Background: an optimization exercise with open tools, aiming at small area and a short achievable clock period. Do not read the settings as production practice. Only simulation tests tie the RTL to the original design; equivalence was not proved.

==> inputs of build 40 <==
## FPU
module FPU(clk, reset, A, B, sel, round_mode, start, error, over_flow, Y);
clock: 37.0 ns
lec_check: 0
cap_margin: 20
core_margin: 2
core_utilization: 40
slew_margin: 20
run.sh (not shown) runs the stock make flow with config.mk's settings and CLKGATE_MAP_FILE= SYNTH_SCRIPT=/design/flow/synth_recipe.tcl, a recipe that flattens the netlist after the stock synthesis.
==> build 1: changes against build 40 <==
==> flow/design.v (replaced) <==
module FPU_normalize (
    input [24:0] src,
    output [22:0] result,
    output [4:0] shifted
);
wire [24:0] layer_0 = src;
wire [24:0] layer_1 = layer_0[24:9]  == 0 ? { layer_0[8:0], 16'd0 } : layer_0;
wire [24:0] layer_2 = layer_1[24:17] == 0 ? { layer_1[16:0], 8'd0 } : layer_1;
wire [24:0] layer_3 = layer_2[24:21] == 0 ? { layer_2[20:0], 4'd0 } : layer_2;
wire [24:0] layer_4 = layer_3[24:23] == 0 ? { layer_3[22:0], 2'd0 } : layer_3;
wire [22:0] layer_5 = layer_4[24]    == 0 ? layer_4[22:0] : layer_4[23:1];
assign result = layer_5;
assign shifted = { layer_0[24:9] == 0, layer_1[24:17] == 0, layer_2[24:21] == 0, layer_3[24:23] == 0, layer_4[24] == 0 };
endmodule
module FPU_CAL (clk, s1, s2, s3, A, B, sel, round_mode, error, over_flow, Y);
input clk, s1, s2, s3;
input [31:0] A, B;
input [1:0] sel;
input round_mode;
output error, over_flow;
output [31:15] Y;
localparam [30:0] INF = 31'b11111111_00000000000000000000000;
wire is_add = ~sel[1];
wire is_mul = sel == 2'b10;
wire is_div = sel == 2'b11;
wire S1 = A[31], S2 = B[31];
wire [7:0] E1 = A[30:23], E2 = B[30:23];
wire [22:0] M1 = A[22:0], M2 = B[22:0];
wire [23:0] X = {1'b1, M1};
wire [23:0] Yb = {1'b1, M2};
reg [26:0] SR, CR;	 
reg cin_r;		 
reg [10:0] QV, QM;	 
reg abig_r;
function [31:0] csa_s(input [31:0] a, input [31:0] b, input [31:0] c);
	csa_s = a ^ b ^ c;
endfunction
function [31:0] csa_c(input [31:0] a, input [31:0] b, input [31:0] c);
	csa_c = {(a[30:0] & b[30:0]) | (a[30:0] & c[30:0]) | (b[30:0] & c[30:0]), 1'b0};
endfunction
wire [5:0] chunk = s1 ? Yb[5:0] : s2 ? Yb[11:6] : s3 ? Yb[17:12] : Yb[23:18];
wire [5:0] mb = chunk & {6{is_mul}};
wire [31:0] pp0 = mb[0] ? {8'b0, X}      : 32'b0;
wire [31:0] pp1 = mb[1] ? {7'b0, X, 1'b0} : 32'b0;
wire [31:0] pp2 = mb[2] ? {6'b0, X, 2'b0} : 32'b0;
wire [31:0] pp3 = mb[3] ? {5'b0, X, 3'b0} : 32'b0;
wire [31:0] pp4 = mb[4] ? {4'b0, X, 4'b0} : 32'b0;
wire [31:0] pp5 = mb[5] ? {3'b0, X, 5'b0} : 32'b0;
wire [31:0] TS = {7'b0, SR[24:0]};
wire [31:0] TC = {7'b0, CR[24:0]};
wire tcin = cin_r;
wire [31:0] sa = csa_s(pp0, pp1, pp2);
wire [31:0] ca = csa_c(pp0, pp1, pp2) | {31'b0, tcin};
wire [31:0] sb = csa_s(pp3, pp4, pp5);
wire [31:0] cb = csa_c(pp3, pp4, pp5);
wire [31:0] sc = csa_s(TS, TC, sa);
wire [31:0] cc = csa_c(TS, TC, sa);
wire [31:0] sd = csa_s(ca, sb, cb);
wire [31:0] cd = csa_c(ca, sb, cb);
wire [31:0] se = csa_s(sc, cc, sd);
wire [31:0] ce = csa_c(sc, cc, sd);
wire [31:0] MS = csa_s(se, ce, cd);
wire [31:0] MC = csa_c(se, ce, cd);
wire [6:0] low = MS[5:0] + MC[5:0];
wire [30:0] R = MS[30:0] + MC[30:0];
localparam [55:0] T2  = {7'd23, 7'd21, 7'd19, 7'd18, 7'd16, 7'd15, 7'd14, 7'd12};
localparam [55:0] T1  = {7'd7, 7'd6, 7'd6, 7'd6, 7'd5, 7'd4, 7'd4, 7'd3};
localparam [55:0] T0  = {7'd119, 7'd120, 7'd121, 7'd121, 7'd122, 7'd122, 7'd122, 7'd123};
localparam [55:0] TN1 = {7'd104, 7'd106, 7'd107, 7'd108, 7'd110, 7'd112, 7'd113, 7'd115};
function [2:0] srt4_sel(input [6:0] est, input [2:0] di);
	reg signed [6:0] e;
	reg signed [6:0] m2, m1, m0, mn1;
	begin
		e = est;
		m2  = T2[di*7 +: 7];
		m1  = T1[di*7 +: 7];
		m0  = T0[di*7 +: 7];
		mn1 = TN1[di*7 +: 7];
		if (e >= m2)       srt4_sel = 3'b011;
		else if (e >= m1)  srt4_sel = 3'b001;
		else if (e >= m0)  srt4_sel = 3'b000;
		else if (e >= mn1) srt4_sel = 3'b101;
		else               srt4_sel = 3'b111;
	end
endfunction
function [52:0] srt4_row(input [26:0] S4, input [26:0] C4, input [23:0] D);
	reg [6:0] est;
	reg [2:0] q;
	reg [26:0] mlt, ad;
	reg [24:0] Sn, Cn;
	begin
		est = S4[26:20] + C4[26:20];
		q = srt4_sel(est, D[22:20]);
		mlt = q[1] ? {2'b00, D, 1'b0} : {3'b000, D};
		ad = ~q[0] ? 27'b0 : (q[2] ? mlt : ~mlt);
		Sn = S4[24:0] ^ C4[24:0] ^ ad[24:0];
		Cn = {(S4[23:0] & C4[23:0]) | (S4[23:0] & ad[23:0]) | (C4[23:0] & ad[23:0]), q[0] & ~q[2]};
		srt4_row = {q, Sn, Cn};
	end
endfunction
wire [26:0] dS0 = {SR[24:0], 2'b00} | {3'b000, X & {24{s1}}};
wire [26:0] dC0 = {CR[24:0], 2'b00};
wire [52:0] st1 = srt4_row(dS0, dC0, Yb);
wire [52:0] st2 = srt4_row({st1[49:25], 2'b00}, {st1[24:0], 2'b00}, Yb);
wire [4:0] qa = ~st1[50] ? 5'd0 : st1[52] ? (st1[51] ? 5'd24 : 5'd28) : (st1[51] ? 5'd8 : 5'd4);
wire [4:0] qb = ~st2[50] ? 5'd0 : st2[52] ? (st2[51] ? 5'd30 : 5'd31) : (st2[51] ? 5'd2 : 5'd1);
wire [4:0] v = qa + qb;
wire [4:0] vm1 = v - 5'd1;
wire qsel0 = ~v[4];			 
wire qsel1 = ~v[4] & (v != 5'd0);	 
wire [6:0] qv0 = s1 ? 7'd0 : QV[6:0];
wire [6:0] qm0 = s1 ? 7'h7f : QM[6:0];
wire abig = A[30:0] > B[30:0];
wire [7:0] Eb = abig ? E1 : E2;
wire [7:0] Es = abig ? E2 : E1;
wire [22:0] Mb = abig ? M1 : M2;
wire [22:0] Ms = abig ? M2 : M1;
wire [7:0] shamt = Eb - Es;
wire [24:0] sml = {2'b01, Ms} >> shamt;
wire eff_sub = S1 ^ S2 ^ sel[0];
always @(posedge clk) begin
	if (~(s1 | s2 | s3)) begin
		SR <= 27'b0;
		CR <= 27'b0;
		cin_r <= 1'b0;
	end
	else if (is_mul) begin
		SR <= {2'b00, MS[30:6]};
		CR <= {2'b00, MC[30:6]};
		cin_r <= low[6];
	end
	else if (is_div) begin
		SR <= {2'b00, st2[49:25]};
		CR <= {2'b00, st2[24:0]};
		cin_r <= 1'b0;
	end
	else if (s1) begin
		SR <= {4'b0001, Mb};
		CR <= {2'b00, eff_sub ? ~sml : sml};
		cin_r <= eff_sub;
	end
	else begin
		SR <= {2'b00, R[24:0]};
		CR <= 27'b0;
		cin_r <= 1'b0;
	end
	QV <= {qsel0 ? qv0 : qm0, v[3:0]};
	QM <= {qsel1 ? qv0 : qm0, vm1[3:0]};
	if (s1) abig_r <= abig;
end
wire [24:0] M_sum = SR[24:0];
wire [22:0] nres;
wire [4:0] shifted;
FPU_normalize fpu_normalize(M_sum, nres, shifted);
wire [7:0] Emax = abig_r ? E1 : E2;
wire S_add = S1 ^ (~abig_r & eff_sub);
wire [8:0] E_add = {1'b0, Emax} - shifted + 1'b1;
wire add_zero = (M_sum == 25'b0) || ({1'b0, Emax} < {4'b0, shifted});
wire add_nan = (A[30:0] == INF) && (B[30:0] == INF) && eff_sub;
wire P47 = R[29];
wire [8:0] Em0 = {1'b0, E1} + {1'b0, E2} - 9'd127;
wire [8:0] Em1 = Em0 + 9'd1;
wire [7:0] m_mul = P47 ? R[28:21] : R[27:20];
wire [1:0] r_mul = P47 ? R[21:20] : R[20:19];
wire mul_nan = ((E1 == 8'b0) && (B[30:0] == INF)) || ((A[30:0] == INF) && (E2 == 8'b0));
wire mul_inf = (A[30:0] == INF) || (B[30:0] == INF);
wire mul_zero = (E1 == 8'b0) || (E2 == 8'b0) || ({1'b0, E1} + {1'b0, E2} < 9'd127);
wire [24:0] wsum = SR[24:0] + CR[24:0];
wire neg = wsum[24];
wire [10:0] Q10 = neg ? QM : QV;
wire [8:0] Ed1 = {1'b0, E1} - {1'b0, E2} + 9'd127;	 
wire [8:0] Ed0 = Ed1 - 9'd1;				 
wire [7:0] m_div = Q10[10] ? Q10[9:2] : Q10[8:1];
wire [1:0] r_div = Q10[10] ? Q10[2:1] : Q10[1:0];
wire div_nan = ((A[30:0] == INF) && (B[30:0] == INF)) || ((E1 == 8'b0) && (E2 == 8'b0));
wire div_inf = (E2 == 8'b0);
wire div_zero = (E1 <= E2 - 8'b0111_1111);
wire sp_nan  = is_add ? add_nan : is_mul ? mul_nan : div_nan;
wire sp_inf  = ~is_add & (is_mul ? mul_inf : div_inf);
wire sp_zero = is_add ? add_zero : (is_mul ? mul_zero : div_zero);
wire [8:0] Ec0 = is_add ? E_add : is_mul ? Em0 : Ed0;
wire [8:0] Ec1 = is_add ? E_add : is_mul ? Em1 : Ed1;
wire ovf0 = Ec0 >= 9'd255, ovf1 = Ec1 >= 9'd255;
wire zr0 = ~is_add & (Ec0 == 9'd0), zr1 = ~is_add & (Ec1 == 9'd0);
wire late = is_mul ? P47 : Q10[10];
wire [7:0] Ef = late ? Ec1[7:0] : Ec0[7:0];
wire e_ovf = late ? ovf1 : ovf0;
wire e_zero = late ? zr1 : zr0;
wire S_md = S1 ^ S2;
wire sgn = is_add ? S_add : S_md;
wire [7:0] mant = is_add ? nres[22:15] : is_mul ? m_mul : m_div;
wire [1:0] rbits = is_add ? M_sum[15:14] : is_mul ? r_mul : r_div;
wire rnd = (rbits == 2'b11) & ~round_mode;
wire [7:0] mant_i = {mant[7] ^ (&mant[6:0]), mant[6] ^ (&mant[5:0]), mant[5] ^ (&mant[4:0]),
		mant[4] ^ (&mant[3:0]), mant[3] ^ (&mant[2:0]), mant[2] ^ (&mant[1:0]),
		mant[1] ^ mant[0], ~mant[0]};
wire [7:0] mant_r = rnd ? mant_i : mant;
reg [31:15] Yo;
reg err_o, ovf_o;
always @(*) begin
	err_o = 1'b0;
	ovf_o = 1'b0;
	Yo = {sgn, Ef, mant_r};
	if (sp_nan) begin
		Yo = 17'h0ff80; err_o = 1'b1;
	end else if (sp_inf) begin
		Yo = {sgn, 8'hff, 8'h00}; ovf_o = 1'b1;
	end else if (sp_zero) begin
		Yo = {sgn & ~is_add, 16'b0};
	end else if (e_ovf) begin
		Yo = {sgn, 8'hff, 8'h00}; ovf_o = 1'b1;
	end else if (e_zero) begin
		Yo = {sgn, 16'b0};
	end
end
assign Y = Yo;
assign error = err_o;
assign over_flow = ovf_o;
endmodule
module FPU(clk, reset, A, B, sel, round_mode, start, error, over_flow, Y);
input clk, reset;
input [31:0] A, B;
input [1:0] sel;
input round_mode, start;
output reg error, over_flow;
output [31:0] Y;
reg s1, s2, s3, s4;
always @(posedge clk, negedge reset) begin
	if (~reset) {s1, s2, s3, s4} <= 4'b0;
	else        {s1, s2, s3, s4} <= {start, s1, s2, s3};
end
wire busy = s1 | s2 | s3;
reg [31:0] A_r, B_r;
reg [1:0] sel_r;
reg rnd_r;
always @(posedge clk) begin
	if (~busy) begin
		A_r <= A;
		B_r <= B;
		sel_r <= sel;
		rnd_r <= round_mode;
	end
end
wire [31:15] Y_n;
wire error_n, over_flow_n;
FPU_CAL fpu_cal(clk, s1, s2, s3, A_r, B_r, sel_r, rnd_r, error_n, over_flow_n, Y_n);
reg [31:15] Y_r;
always @(posedge clk) begin
	if (s4) begin
		Y_r <= Y_n;
		error <= error_n;
		over_flow <= over_flow_n;
	end
end
assign Y = {Y_r, 15'b0};
endmodule
==> flow/config.mk (replaced) <==
export PLATFORM = sky130hd
export DESIGN_NAME = FPU
export DESIGN_NICKNAME = FPU
export VERILOG_FILES = /design/flow/design.v
export SDC_FILE = /design/flow/constraint.sdc
export NUM_CORES = 4
export LEC_CHECK = 0
export ABC_AREA = 1
export CAP_MARGIN = 20
export CORE_MARGIN = 2
export CORE_UTILIZATION = 40
export SLEW_MARGIN = 20
==> build 41: changes against build 40 <==
==> flow/config.mk (replaced) <==
export PLATFORM = sky130hd
export DESIGN_NAME = FPU
export DESIGN_NICKNAME = FPU
export VERILOG_FILES = /design/flow/design.v
export SDC_FILE = /design/flow/constraint.sdc
export NUM_CORES = 4
export LEC_CHECK = 0
export ABC_AREA = 1
export CAP_MARGIN = 20
export CORE_MARGIN = 2
export CORE_UTILIZATION = 40
export SLEW_MARGIN = 20
==> qor summary <==
item                                                       build 40        build 41         build 1
PnR worst setup slack                                      25100 ps        25560 ps        26590 ps
Capture point of the critical path                          Y_r[22]         Y_r[20]   fpu_cal.QM[7]
Slowest Stage Delay on Critical Path                         660 ps          870 ps          640 ps
Sequential share of cell area                                15.52%          15.88%          16.12%
Status                                               finished clean  finished clean  finished clean
Setup WS pre-CTS                                           25350 ps        25670 ps        26860 ps
Number of placement rows                                         90              90              89
Maximum fanout along the worst path                              27              26              53
Share of the clock period used by the worst path             32.15%          30.92%          28.14%
Metal2 WL                                                  42600 um        41330 um        42010 um
Via count                                                     22720           23390           23670
Clock period minus worst slack                             11900 ps        11440 ps        10410 ps
DPL Wire Length                                            77400 um        76130 um        76000 um
Layout-stage area growth over the synthesis result           9.490%          8.919%          9.038%
Met1 wire length                                           40520 um        39280 um        39410 um
Most common cell after layout, fill and taps aside            inv_1         nand2_1         nand2_1
Layout non-clock buf frac                                    5.000%          4.320%          4.212%
Most frequent cell on the critical path                           -         nand2_1         o21ai_0
Reg2reg path depth                                               49              58              41
Clock buf/inv share                                          2.245%          2.293%          2.425%
Cell with the largest stage delay on the worst path          xor2_1          nor2_2         o21ai_0
Netlist Area Pre-Place                                    24590 um2       24140 um2       23760 um2
Layout Nets                                                    3435            3868            3848

[static timing again, ports no longer ideal]
Ports are ideal in the flow. The routed layouts listed here were re-timed in OpenROAD.
Step 1, drivers: a clkbuf_16 drives clk and a buf_2 each remaining input, both assumed.
Step 2 times the ports against the registers' clock, not the clock port: input delays grow and output delays shrink by t, the midpoint of the rising clock arrivals with the driver on.
Slacks: ideal / step 1 / step 2; pairs: ideal / step 1.
| run | t, ns | setup WS [ns] | slew at the worst register clock pin (ns) | worst data-port slew with drivers (ns) | pins driven straight from the clock port |
|---|---|---|---|---|---|
| build 40 | 0.569 | 25.103 / 25.103 / 25.103 | 0.09 / 0.09 | 0.08 | 1 |
| build 1 | 0.579 | 26.588 / 26.588 / 26.588 | 0.08 / 0.08 | 0.05 | 1 |
| build 41 | 0.573 | 25.559 / 25.559 / 25.559 | 0.09 / 0.09 | 0.04 | 1 |
After both steps setup and hold are still met in every run listed.
